This design comes from an exercise in tuning for small area, a short achievable clock period and few clock cycles on the open sky130 flow, not from production work.
Function was checked by simulation only, so behaviour that the tests miss may differ from the original.
Power figures rest on the tool's default switching activity, not on a simulated workload.

## run Z
==> flow/design.v <==
module pfx_add(a, b, ci, s, co);
   parameter W = 32;
   parameter T = 1;
   input  [W-1:0] a, b;
   input          ci;
   output [W-1:0] s;
   output         co;
   reg [W-1:0] p, g, pp, gg;
   reg [W:0]   c;
   integer i, j;
   always @(*) begin
      p = a ^ b;
      g = a & b;
      g[0] = g[0] | (p[0] & ci);
      pp = p;
      gg = g;
      if (T == 0) begin
         for (i = 1; i < W; i = i + 1)
            gg[i] = g[i] | (p[i] & gg[i-1]);
      end else if (T == 1) begin
         for (i = 0; i < 7; i = i + 1)
            for (j = 2 * (1 << i) - 1; j < W; j = j + 2 * (1 << i)) begin
               gg[j] = gg[j] | (pp[j] & gg[j - (1 << i)]);
               pp[j] = pp[j] & pp[j - (1 << i)];
            end
         for (i = 6; i >= 0; i = i - 1)
            for (j = 3 * (1 << i) - 1; j < W; j = j + 2 * (1 << i)) begin
               gg[j] = gg[j] | (pp[j] & gg[j - (1 << i)]);
               pp[j] = pp[j] & pp[j - (1 << i)];
            end
      end else if (T == 2) begin
         for (i = 0; i < 7; i = i + 1)
            for (j = 0; j < W; j = j + 1)
               if ((j >> i) % 2 == 1) begin
                  gg[j] = gg[j] | (pp[j] & gg[((j >> i) << i) - 1]);
                  pp[j] = pp[j] & pp[((j >> i) << i) - 1];
               end
      end else begin
         for (i = 0; i < 7; i = i + 1)
            for (j = W - 1; j >= (1 << i); j = j - 1) begin
               gg[j] = gg[j] | (pp[j] & gg[j - (1 << i)]);
               pp[j] = pp[j] & pp[j - (1 << i)];
            end
      end
      c = {gg, ci};
   end
   assign s  = p ^ c[W-1:0];
   assign co = c[W];
endmodule
module int_calc(clk, rst, start, A, B, done, int_add, int_sub, int_mul, int_div, int_mod, addCo, addCy, subCo, subCy);
   input clk;
   input rst;
   input start;
   input [63:0] A;
   input [31:0] B;
   output done;
   output [31:0] int_add;
   output [31:0] int_sub;
   output [63:0] int_mul;
   output [31:0] int_div;
   output [31:0] int_mod;
   output addCo;
   output addCy;
   output subCo;
   output subCy;
   localparam TD = 1;           
   localparam TM = 1;           
   reg [31:0] b_r;              
   reg [63:0] p_r;              
   reg        one_x, two_x;     
   reg [31:0] r_r;              
   reg [31:0] q_r;              
   reg [31:0] sum_r;            
   reg [31:0] dif_r;            
   reg        add_c, sub_c;     
   reg        add_v, sub_v;     
   reg [3:0]  cnt;
   reg        busy;
   reg        done_r;
   wire       fin = busy & (cnt == 4'd15);    
   assign done    = done_r;
   assign int_mul = p_r;
   assign int_div = q_r;
   assign int_mod = r_r;
   assign int_add = sum_r;
   assign int_sub = dif_r;
   assign addCo   = add_c;
   assign addCy   = add_v;
   assign subCo   = sub_c;
   assign subCy   = sub_v;
   wire [1:0] sa = p_r[1:0];                   
   wire [1:0] sb = b_r[{cnt, 1'b0} +: 2];      
   wire       ac1 = (sa[0] & sb[0]) | (sa[0] & add_c) | (sb[0] & add_c);
   wire       ac2 = (sa[1] & sb[1]) | (sa[1] & ac1) | (sb[1] & ac1);
   wire [1:0] as = {sa[1] ^ sb[1] ^ ac1, sa[0] ^ sb[0] ^ add_c};
   wire       sc1 = (sa[0] & ~sb[0]) | (sa[0] & sub_c) | (~sb[0] & sub_c);
   wire       sc2 = (sa[1] & ~sb[1]) | (sa[1] & sc1) | (~sb[1] & sc1);
   wire [1:0] ds = {sa[1] ^ ~sb[1] ^ sc1, sa[0] ^ ~sb[0] ^ sub_c};
   wire [33:0] m_ext = {{2{b_r[31]}}, b_r};
   wire        neg = p_r[1];
   wire [33:0] pp = (({34{one_x}} & m_ext) | ({34{two_x}} & {m_ext[32:0], 1'b0})) ^ {34{neg}};
   wire [33:0] mt;
   wire        mco_unused;
   pfx_add #(.W(34), .T(TM)) u_mul(.a({{2{p_r[63]}}, p_r[63:32]}), .b(pp), .ci(neg), .s(mt), .co(mco_unused));
   wire [63:0] p_next = {mt, p_r[31:2]};
   wire [33:0] R = {r_r, q_r[31:30]};
   wire [33:0] s1;              
   wire        c1;              
   pfx_add #(.W(34), .T(TD)) u_d1(.a(R), .b(~{2'b00, b_r}), .ci(1'b1), .s(s1), .co(c1));
   wire [32:0] s2;              
   wire        c2;              
   pfx_add #(.W(33), .T(TD)) u_d2(.a(R[33:1]), .b(~{1'b0, b_r}), .ci(1'b1), .s(s2), .co(c2));
   wire [35:0] x3 = {2'b00, R};
   wire [35:0] y3 = ~{4'b0000, b_r};
   wire [35:0] z3 = ~{3'b000, b_r, 1'b0};
   wire [35:0] cs_s = x3 ^ y3 ^ z3;
   wire [35:0] cs_c = (x3 & y3) | (x3 & z3) | (y3 & z3);
   wire [35:0] s3;              
   wire        co3_unused;
   pfx_add #(.W(36), .T(TD)) u_d3(.a(cs_s), .b({cs_c[34:0], 1'b1}), .ci(1'b1), .s(s3), .co(co3_unused));
   wire        c3 = ~s3[35];    
   wire        sel0 = ~c1;
   wire        sel1 = c1 & ~c2;
   wire        sel2 = c2 & ~c3;
   wire        sel3 = c3;
   wire [31:0] r_n = ({32{sel0}} & R[31:0]) | ({32{sel1}} & s1[31:0]) |
                     ({32{sel2}} & {s2[30:0], R[0]}) | ({32{sel3}} & s3[31:0]);
   wire [31:0] q_n = {q_r[29:0], c2, sel1 | sel3};
   always @(posedge clk) begin
      if (!busy) begin
         b_r  <= B;
         p_r  <= {32'd0, A[31:0]};
         one_x <= A[0];
         two_x <= A[1] & ~A[0];
         r_r  <= A[63:32];
         q_r  <= A[31:0];
      end else begin
         p_r  <= p_next;
         one_x <= p_r[2] ^ p_r[1];
         two_x <= (p_r[3] ^ p_r[1]) & ~(p_r[2] ^ p_r[1]);
         r_r  <= r_n;
         q_r  <= q_n;
      end
      sum_r <= {as, sum_r[31:2]};
      dif_r <= {ds, dif_r[31:2]};
      add_c <= busy ? ac2 : 1'b0;
      sub_c <= busy ? sc2 : 1'b1;
      add_v <= ac1 ^ ac2;
      sub_v <= sc1 ^ sc2;
      if (rst) begin
         busy   <= 1'b0;
         done_r <= 1'b0;
         cnt    <= 4'd0;
      end else begin
         busy   <= start | (busy & ~fin);
         done_r <= fin;
         cnt    <= busy ? cnt + 4'd1 : 4'd0;
      end
   end
endmodule  
Settings: LEC_CHECK=0, CAP_MARGIN=20, CORE_MARGIN=2, CORE_UTILIZATION=40, SETUP_SLACK_MARGIN=1.5, SLEW_MARGIN=20; clock period 21.0 ns.
standard.sh (not shown) runs the stock make flow with config.mk's settings and CLKGATE_MAP_FILE= SYNTH_SCRIPT=/design/flow/synth_recipe.tcl, a recipe that flattens the netlist after the stock synthesis.
==> flow/flow/run.sh <==
#!/bin/bash
# Standard synthesis, then the ORFS layout with these changes: ports are
# buffered with buf_1 cells, timing repair aims at a larger setup slack
# margin, and the settings in params.sh (the clock period and all
# constraints are unchanged).
set -euo pipefail
W=$(pwd)
MARGIN=15.5
EXTRA=()
source flow/params.sh
bash standard.sh synth > synth.log 2>&1
make -C "$FLOW_HOME" DESIGN_CONFIG="$FLOW_CONFIG" WORK_HOME="$W/orfs" CLKGATE_MAP_FILE= \
  SYNTH_SCRIPT="$W/synth_recipe.tcl" CAP_MARGIN=20 CORE_MARGIN=2 CORE_UTILIZATION=40 \
  SETUP_SLACK_MARGIN=$MARGIN SLEW_MARGIN=20 \
  BUFFER_PORTS_ARGS="-buffer_cell sky130_fd_sc_hd__buf_1" "${EXTRA[@]}" finish > layout.log 2>&1
R="$W/orfs/results/$FLOW_PLATFORM/int_calc/base"
: # left out here: write the final layout as DEF
==> flow/flow/params.sh <==
MARGIN=15.65
EXTRA=( CORE_UTILIZATION=75 CTS_ARGS=-sink_clustering_enable\ -repair_clock_nets\ -sink_clustering_size\ 25\ -sink_clustering_max_diameter\ 60\ -dont_use_dummy_load )
Run Z finished end to end and its layout was clean on timing, DRC and antenna.
Testbench counts of run Z, summed over its fixed seeds: cycles 54,408.
The following lists how run Y was set up differently from run Z:
-- flow/design.v --
<<< run Z, line 64
   output subCo;
   output subCy;
   localparam TD = 1;           
   localparam TM = 1;           
   reg [31:0] b_r;              
>>> run Y, line 64
   output subCo;
   output subCy;
   localparam TD = 2;           
   localparam TM = 1;           
   reg [31:0] b_r;              
<<< run Z, line 111
   wire        c2;              
   pfx_add #(.W(33), .T(TD)) u_d2(.a(R[33:1]), .b(~{1'b0, b_r}), .ci(1'b1), .s(s2), .co(c2));
   wire [35:0] x3 = {2'b00, R};
   wire [35:0] y3 = ~{4'b0000, b_r};
   wire [35:0] z3 = ~{3'b000, b_r, 1'b0};
   wire [35:0] cs_s = x3 ^ y3 ^ z3;
   wire [35:0] cs_c = (x3 & y3) | (x3 & z3) | (y3 & z3);
   wire [35:0] s3;              
   wire        co3_unused;
   pfx_add #(.W(36), .T(TD)) u_d3(.a(cs_s), .b({cs_c[34:0], 1'b1}), .ci(1'b1), .s(s3), .co(co3_unused));
   wire        c3 = ~s3[35];    
   wire        sel0 = ~c1;
   wire        sel1 = c1 & ~c2;
>>> run Y, line 111
   wire        c2;              
   pfx_add #(.W(33), .T(TD)) u_d2(.a(R[33:1]), .b(~{1'b0, b_r}), .ci(1'b1), .s(s2), .co(c2));
   wire [34:0] x3 = {1'b0, R};
   wire [34:0] y3 = ~{3'b000, b_r};
   wire [34:0] z3 = ~{2'b00, b_r, 1'b0};
   wire [34:0] cs_s = x3 ^ y3 ^ z3;
   wire [34:0] cs_c = (x3 & y3) | (x3 & z3) | (y3 & z3);
   wire [34:0] s3;              
   wire        co3_unused;
   pfx_add #(.W(35), .T(TD)) u_d3(.a(cs_s), .b({cs_c[33:0], 1'b1}), .ci(1'b1), .s(s3), .co(co3_unused));
   wire        c3 = ~s3[34];    
   wire        sel0 = ~c1;
   wire        sel1 = c1 & ~c2;
[summary]
In the tables for run Y and run Z, synthesized-area fraction occupied by and/or/nand/nor cells reads higher with run Y. When run Y is measured against run Z, its number of clock buffers in the layout turns out 1 higher. When run Y is measured against run Z, its sum of routed wire length over all layers turns out 2700 um higher. In run Y relative to run Z, number of distinct library cells after synthesis had gone up by more than 10%. Diff run Z -> run Y | via count of the routed design | increase of 606. Worst supply voltage drop on vdd in run Y vs run Z: down 3.7%. On clock latency at the later pin of the worst-skew pair, run Y and run Z are neck and neck. Run Y and run Z ended up with nearly the same portion of the clock cycle consumed by the worst path in the final layout. Re post-synthesis sequential area ratio: run Y is 0.41 points up on run Z. When run Y is measured against run Z, its power after layout turns out about 5% higher. Setup slack: run Y less than run Z.
Testbench counts of run Y, summed over its fixed seeds: cycles 54,408.

[separate check: timing with driven ports]
No port has a modelled driver above. Below, the same layouts with a new extraction and two added sets of constraints. Step 1: set_driving_cell puts a clkbuf_16 on clk and a buf_2 on each other input, an assumption about the parent block. Step 2 times the ports against the registers' clock, not the clock port: input delays grow and output delays shrink by t, the midpoint of the rising clock arrivals with the driver on. a / b / c = no drivers / after step 1 / after step 2; a / b = the first two.
run	t, ns	slack for setup (ns)	hold WS [ns]	clock arrival spread, ns	cell pins on the clock port's net
run Z	0.536	15.671 / 15.622 / 16.158	0.307 / 0.307 / 0.307	0.055 / 0.055	1
run Y	0.542	15.668 / 15.617 / 16.093	0.323 / 0.323 / 0.323	0.063 / 0.064	1
After both steps setup and hold are still met in every run listed.
